What follows belongs to an exercise in optimizing a design on an open flow for small area and a short achievable clock period; a production flow would make more cautious choices.

## run 1
==> flow/design.v (excerpt) <==
module plastic_neuron (
    input wire clk,
    input wire rst,
    input wire [15:0] input_signal,
    input wire [15:0] feedback_error,
    input wire enable_learning,
    output wire [31:0] output_signal
);
  reg [15:0] weight;
  wire learn = enable_learning & (|input_signal) & (|feedback_error);
  always @(posedge clk or posedge rst) begin
    if (rst) weight <= 16'd1000;
    else if (learn) weight <= weight + 16'd10;
  end
  wire one0 = weight[0] ^ 1'b0;
  wire two0 = (weight[1] & ~weight[0] & ~1'b0) | (~weight[1] & weight[0] & 1'b0);
  wire neg0 = weight[1];
  wire one1 = weight[2] ^ weight[1];
  wire two1 = (weight[3] & ~weight[2] & ~weight[1]) | (~weight[3] & weight[2] & weight[1]);
  wire neg1 = weight[3];
  wire one2 = weight[4] ^ weight[3];
  wire two2 = (weight[5] & ~weight[4] & ~weight[3]) | (~weight[5] & weight[4] & weight[3]);
  wire neg2 = weight[5];
  wire one3 = weight[6] ^ weight[5];
  wire two3 = (weight[7] & ~weight[6] & ~weight[5]) | (~weight[7] & weight[6] & weight[5]);
  wire neg3 = weight[7];
  wire one4 = weight[8] ^ weight[7];
  wire two4 = (weight[9] & ~weight[8] & ~weight[7]) | (~weight[9] & weight[8] & weight[7]);
  wire neg4 = weight[9];
  wire one5 = weight[10] ^ weight[9];
  wire two5 = (weight[11] & ~weight[10] & ~weight[9]) | (~weight[11] & weight[10] & weight[9]);
  wire neg5 = weight[11];
  wire one6 = weight[12] ^ weight[11];
  wire two6 = (weight[13] & ~weight[12] & ~weight[11]) | (~weight[13] & weight[12] & weight[11]);
  wire neg6 = weight[13];
  wire one7 = weight[14] ^ weight[13];
  wire two7 = (weight[15] & ~weight[14] & ~weight[13]) | (~weight[15] & weight[14] & weight[13]);
  wire neg7 = weight[15];
  wire pp1;
  wire pp2;
  wire pp3;
  wire pp4;
  wire pp5;
  wire pp6;
  wire pp7;
  wire pp8;
  wire pp9;
  wire pp10;
  wire pp11;
  wire pp12;
  wire pp13;
  wire pp14;
  wire pp15;
  wire pp16;
  wire pp17;
  wire pp18;
  wire pp19;
  wire pp20;
  wire pp21;
  wire pp22;
  wire pp23;
  wire pp24;
  wire pp25;
  wire pp26;
  wire pp27;
  wire pp28;
  wire pp29;
  wire pp30;
  wire pp31;
  wire pp32;
  wire pp33;
  wire pp34;
  wire pp35;
  wire pp36;
  wire pp37;
  wire pp38;
  wire pp39;
  wire pp40;
  wire pp41;
  wire pp42;
  wire pp43;
  wire pp44;
  wire pp45;
  wire pp46;
  wire pp47;
  wire pp48;
  wire pp49;
  wire pp50;
  wire pp51;
  wire pp52;
  wire pp53;
  wire pp54;
  wire pp55;
  ...
Size in the first run: ~850 cells after synthesis, roughly 77 flip-flops.
Settings: LEC_CHECK=0, CAP_MARGIN=20, CORE_MARGIN=2, CORE_UTILIZATION=40, SETUP_SLACK_MARGIN=2.6, SLEW_MARGIN=20, SYNTH_HIERARCHICAL=1; clock period 7.0 ns.
standard.sh (not shown) runs the stock make flow with config.mk's settings and CLKGATE_MAP_FILE= SYNTH_SCRIPT=/design/flow/synth_recipe.tcl, a recipe that flattens the netlist after the stock synthesis.
==> flow/flow/run.sh <==
#!/bin/bash
# Layout flow: the standard flow (standard.sh), with the standard
# synthesis unchanged, and the I/O port buffers made from the plain buffer
# family (buf_N) instead of the delay-buffer cells buffer_ports picks on its
# own, so that repair_timing can size them. Each step's output goes to its
# own log in this folder.
set -euo pipefail
bash standard.sh synth > synth.log 2>&1
bash standard.sh BUFFER_PORTS_ARGS="-buffer_cell sky130_fd_sc_hd__buf_2" finish > layout.log 2>&1
Input changes introduced in run 2 (baseline for comparison: run 1):
Settings: SLEW_MARGIN: 20 -> 5; CAP_MARGIN: 20 -> 5; SETUP_SLACK_MARGIN: 2.6 -> 3.0; CORE_UTILIZATION: 40 -> 50.
==> flow/flow/run.sh <==
#!/bin/bash
# Layout flow: the standard flow (standard.sh) with the standard
# synthesis unchanged, and two changes to how the layout is made:
#  - the I/O port buffers are plain buf_2 cells (which repair_timing can
#    size) instead of the delay buffers buffer_ports picks on its own;
#  - clock tree synthesis builds from clkbuf_8 cells and adds no dummy loads.
# Each step logs to its own file in this folder.
set -euo pipefail
bash standard.sh synth > synth.log 2>&1
bash standard.sh BUFFER_PORTS_ARGS="-buffer_cell sky130_fd_sc_hd__buf_2" \
  CTS_ARGS="-sink_clustering_enable -repair_clock_nets -dont_use_dummy_load -buf_list sky130_fd_sc_hd__clkbuf_8" \
  finish > layout.log 2>&1
==> comparison <==
Run 2 against run 1: final worst setup slack up 0.29 ns; area of all placed cells without fillers moved up; global-route track usage on met1 rose 9.0 points.
On number of non-clock buffers in the layout, the lower figure sits with run 1, not run 2.
Vias: run 2 above run 1
Global-route wire length before repair sits higher in run 2 than in run 1.
Modified inputs, run 3 compared to run 2
Settings: TNS_END_PERCENT: unset -> 50; CORE_UTILIZATION: 50 -> 40.
Results
Run comparison: run 3 cell with the largest stage delay on the worst path dfrtp_1; run 2 cell with the largest stage delay on the worst path fa_1
Lower fraction of layout instances using a drive strength above 1 among run 3 and run 2: run 3
Cmp run 3 vs run 2: area share of buffers outside the clock network lower in run 3
Lower count of buffers added by post-CTS timing repair for setup goes to run 3 over run 2.
Run 3 ended up with flip-flop to output pin as its category of the critical setup timing path; run 2 ended up with input port to flip-flop.
Delta (run 3 minus run 2): least setup slack across all paths after layout went up by 0.072 ns, design area down 0.30%.
The starting utilization of the core area of run 3 is lower than that of run 2.
The following lists how run 4 was set up differently from run 3:
Settings: TNS_END_PERCENT: 50 -> unset; CORE_UTILIZATION: 40 -> 35.
==> results.txt <==
- Total of fill cells in the finished design: run 4 higher than run 3
- Sort run 4 and run 3 by post-route worst hold slack desc -> top: run 4
- Count of hold-fix buffers inserted at cts came out exactly the same in run 4 and run 3.
- Going from run 3 to run 4, global router's overall resource usage shrinks by 3.0 points.
- Delta (run 4 minus run 3): largest stage delay on the critical path climbed 0.37 ns; length of routed wiring on met1 climbed 210 um; worst-case setup margin in the final layout dropped 0.034 ns.
For run 5, these inputs were changed with respect to run 4:
Settings: a change of CAP_MARGIN from 5 to 20; a change of SLEW_MARGIN from 5 to 20; a change of CORE_UTILIZATION from 35 to 40.
==> comparison <==
Run 5: PASS, flow complete, no timing, DRC or antenna violations
Diff run 4 -> run 5 | met1 track utilization from global routing | increase of 3.6 points
The lower count of non-CTS buffers in the layout of run 4 and run 5 is in run 4.
Worst-case headroom to the max-slew limit delta for run 5 relative to run 4: 17 points higher
Diff run 4 and run 5: core region area lower in run 5
Comparing run 4 and run 5, detailed-route wire length is higher on run 5.
Slew at the pin with the worst max-slew slack: run 4 and run 5 compared, lower one is run 5
Run 5 vs. run 4: overall die area down about 12%; worst hold slack lower.
The higher number of tap instances of run 4 and run 5 is in run 4.
--- input diff run 5..run 6 ---
==> flow/flow/run.sh <==
#!/bin/bash
# Layout flow: the standard flow (standard.sh) with the standard
# synthesis unchanged; the I/O port buffers are plain buf_2 cells (sizeable
# by repair_timing) instead of the delay buffers buffer_ports picks, and an
# area-recovery pass runs after global routing. Each step logs to its own
# file in this folder.
set -euo pipefail
bash standard.sh synth > synth.log 2>&1
bash standard.sh BUFFER_PORTS_ARGS="-buffer_cell sky130_fd_sc_hd__buf_2" \
  POST_GLOBAL_ROUTE_TCL="$PWD/flow/post_grt.tcl" finish > layout.log 2>&1
==> flow/flow/post_grt.tcl (new file) <==
# Area recovery after global routing, keeping the setup margin the flow
# repaired to.
report_tns
report_wns
repair_timing -recover_power 100 -setup_margin 3.0 -verbose
report_tns
report_wns
Findings:
- Run 6 completed end to end; final checks failed (capacitance limit, slew limit).
- On flop-to-flop setup slack: between run 6 and run 5, it ends up lower for run 6.
- Of run 6 and run 5, it is run 6 that has the lower count of plain and timing-repair buffers in the layout.
- Compare run 6 and run 5 | number of logic stages on the critical path including buffering lower: run 6
- Met1 demand-to-capacity share in global routing delta (run 6 -> run 5): insignificant
- Against run 5 as the reference, run 6 delivers a lower fraction of area in multi-input gates.
- Run 6 vs run 5: clock-buffer cell count up
- Going from run 5 to run 6, global-route wire length before repair now larger; number of global-route vias before repair comparable.
No run of this note included a check of the RTL's function; only the layout flow was run.

## separate check: timing with driven ports
In the flow no input, the clock included, has a driving cell. The finished layouts below were timed again as built, in two steps.
Step 1, drivers: a clkbuf_16 drives clk and a buf_2 each remaining input, both assumed.
Step 2 moves the port delays by t, midway between the first and last clock arrival at a register: inputs arrive t later, outputs are due t later. That takes back most of the time a late clock gives input paths.
Three values: no drivers, after step 1, after step 2; two values: the first two.
| run | t, ns | slack for setup (ns) | hold WS [ns] | worst register clock-pin slew, ns | pins driven straight from the clock port |
|---|---|---|---|---|---|
| run 1 | 0.395 | 2.782 / 2.743 / 2.756 | 0.533 / 0.533 / 0.533 | 0.07 / 0.07 | 1 |
| run 2 | 0.412 | 3.073 / 3.069 / 2.671 | 0.536 / 0.536 / 0.536 | 0.09 / 0.09 | 1 |
| run 3 | 0.401 | 3.144 / 3.106 / 2.805 | 0.524 / 0.524 / 0.524 | 0.08 / 0.08 | 1 |
| run 4 | 0.398 | 3.110 / 3.110 / 2.735 | 0.533 / 0.533 / 0.533 | 0.08 / 0.08 | 1 |
| run 5 | 0.400 | 3.136 / 3.097 / 2.748 | 0.529 / 0.529 / 0.529 | 0.08 / 0.08 | 1 |
| run 6 | 0.389 | 1.965 / 1.966 / 1.966 | 0.528 / 0.528 / 0.528 | 0.07 / 0.07 | 1 |
For run 2, which loses most, drivers alone change the setup slack by -0.004 ns; drivers and shift together by -0.402 ns.
